What follows belongs to an exercise in optimizing a design on an open flow for small area; a production flow would make more cautious choices. Function was checked by simulation only, so behaviour that the tests miss may differ from the original. Power figures rest on the tool's default switching activity, not on a simulated workload. No driver is modelled on the clock port, so clocking that relies on it looks cheaper here than on a real chip.

==> zinc: inputs <==
==> flow/design.v (excerpt) <==
module mult_mem_top (
    input  logic        clk,
    input  logic        rst,
    input  logic        EN_mult,
    input  logic        EN_blockRead,
    input  logic [15:0] mult_input0,
    input  logic [15:0] mult_input1,
    output logic        RDY_mult,
    output logic        VALID_memVal,
    output logic [31:0] memVal_data
);
export LEC_CHECK = 0
export ABC_AREA = 1
export CAP_MARGIN = 0
export CORE_MARGIN = 2
export CORE_UTILIZATION = 65
export CTS_CLUSTER_DIAMETER = 100
export CTS_CLUSTER_SIZE = 30
export SLEW_MARGIN = 0
export SYNTH_HIERARCHICAL = 1
export SYNTH_MINIMUM_KEEP_SIZE = 0
create_clock -name core_clock -period 4.5 [get_ports {clk}]
run.sh (not shown) runs the stock make flow with config.mk's settings and CLKGATE_MAP_FILE= SYNTH_SCRIPT=/design/flow/synth_recipe.tcl, a recipe that flattens the netlist after the stock synthesis.
==> inputs of willow, as changes to zinc <==
ABC_AREA = unset   (was 1)
==> summary of the runs <==
- Against zinc, the synthesized cell count of willow is lower by 26%.
- Between willow and zinc, the lower first-iteration DRC count is in willow (gap 29%, measured against zinc).
- Against zinc, the clock-buffer cell count of willow is higher by 2.
- Critical path depth: willow is lower than zinc (6).
- Between willow and zinc, the lower cell count is in willow (gap 18%, measured against zinc).
- Sequential share of layout area: willow is higher than zinc (0.56 points).
- Between zinc and willow, the lower power is in willow (gap 29%, measured against willow).
==> figures <==
                                            willow       zinc
Status             no timing/DRC/antenna violations  no timing/DRC/antenna violations
Crit path capture                             m[56]      m[20]
Antenna violations before repair                  1          0
Origin of the critical flop-to-flop path      m[27]      a0[9]
Unique masters post-synth                        73         39
DR pass1 iterations                               5          4
Sequential area share after synthesis        0.7539     0.7376
FMAX                                      226.6 MHz  232.2 MHz
Crit-path max cell delay                    0.59 ns    0.55 ns
Iter 0 DRT Violations                          1060       1489
Initial Util                                 0.6547     0.6558
GRT met1 Usage                               0.2685     0.2863
Detailed route wirelength on metal2        40210 um   39810 um
PostCTS Resize Cnt                               27          0
Crit path buf inv count                           1          4

==> inputs of job 8804 <==
mult_mem_top, a different RTL version from the one above (not shown whole).
clock: 4.5 ns
lec_check: 0
cap_margin: 0
core_margin: 2
core_utilization: 65
cts_cluster_diameter: 100
cts_cluster_size: 30
slew_margin: 0
synth_hierarchical: 1
synth_minimum_keep_size: 0
standard.sh (not shown) runs the stock make flow with config.mk's settings and CLKGATE_MAP_FILE= SYNTH_SCRIPT=/design/flow/synth_recipe.tcl, a recipe that flattens the netlist after the stock synthesis.
==> flow/flow/run.sh <==
#!/bin/bash
# The standard layout (standard.sh), with two changes: clock tree synthesis
# adds no dummy loads, and the port buffers are the smallest buffer cell
# (the resizer still sizes them up where timing or slew needs it).
# All tool output goes to standard.log in the work folder; ORFS also keeps
# each step's own log under orfs/logs/.
set -euo pipefail
export CTS_ARGS="-sink_clustering_enable -repair_clock_nets -dont_use_dummy_load -sink_clustering_size 30 -sink_clustering_max_diameter 100"
export BUFFER_PORTS_ARGS="-buffer_cell sky130_fd_sc_hd__buf_1"
bash standard.sh finish > standard.log 2>&1
==> job 478 (differences from job 8804) <==
--- a/flow/flow/run.sh
+++ b/flow/flow/run.sh
@@ -5,6 +5,6 @@
 # All tool output goes to standard.log in the work folder; ORFS also keeps
 # each step's own log under orfs/logs/.
 set -euo pipefail
-export CTS_ARGS="-sink_clustering_enable -repair_clock_nets -dont_use_dummy_load -sink_clustering_size 30 -sink_clustering_max_diameter 100"
+export CTS_ARGS="-sink_clustering_enable -repair_clock_nets -dont_use_dummy_load -sink_clustering_size 34 -sink_clustering_max_diameter 100"
 export BUFFER_PORTS_ARGS="-buffer_cell sky130_fd_sc_hd__buf_1"
 bash standard.sh finish > standard.log 2>&1
Settings changed: CORE_UTILIZATION 65 to 72, CTS_CLUSTER_SIZE 30 to 34, GPL_TIMING_DRIVEN from default to 0.
==> comparison <==
Job 8804 finished with timing, DRC and antenna clean. Job 478 completed with no timing, DRC or antenna violations.
Against job 8804, the sequential share of layout area of job 478 is lower by 0.19 points.
Synthesized cell count is the same in job 8804 and job 478.
Against job 8804, the hold slack of job 478 is higher by 0.053 ns.
Against job 478, the cell area of job 8804 is lower by about 0.3%.
Against job 478, the non-clock buffer count of job 8804 is lower by 42.
Between job 8804 and job 478, the lower cell count is in job 478 (gap 1.7%, measured against job 478).
Clock power: job 478 is smaller than job 8804 (about 4%).
Of job 8804 and job 478, job 478 has the higher via count (gap 2.8%, measured against job 478).
In sequential cell count, job 478 and job 8804 do not differ.

## separate check: timing with driven ports
Ports are ideal in the flow. The routed layouts listed here were re-timed in OpenROAD. Step 1, drivers: a clkbuf_16 drives clk and a buf_2 each remaining input, both assumed. Step 2, shift: input delay + t, output delay - t, t = (earliest + latest rising clock arrival at the registers) / 2. This alone moves slack from input paths to output paths. Three values: ideal ports, drivers, drivers and shift; two values: the first two.
run	t (ns)	slack for setup (ns)	pins driven straight from the clock port
zinc	0.715	0.193 / 0.234 / -0.481	1
willow	0.711	0.087 / 0.087 / -0.526	1
job 8804	0.694	0.212 / 0.212 / -0.221	1
job 478	0.701	0.107 / 0.107 / -0.442	1
With both steps, setup timing fails in every run listed, where it was met with ideal ports. For zinc, which loses most, drivers alone change the setup slack by +0.041 ns; drivers and shift together by -0.674 ns.
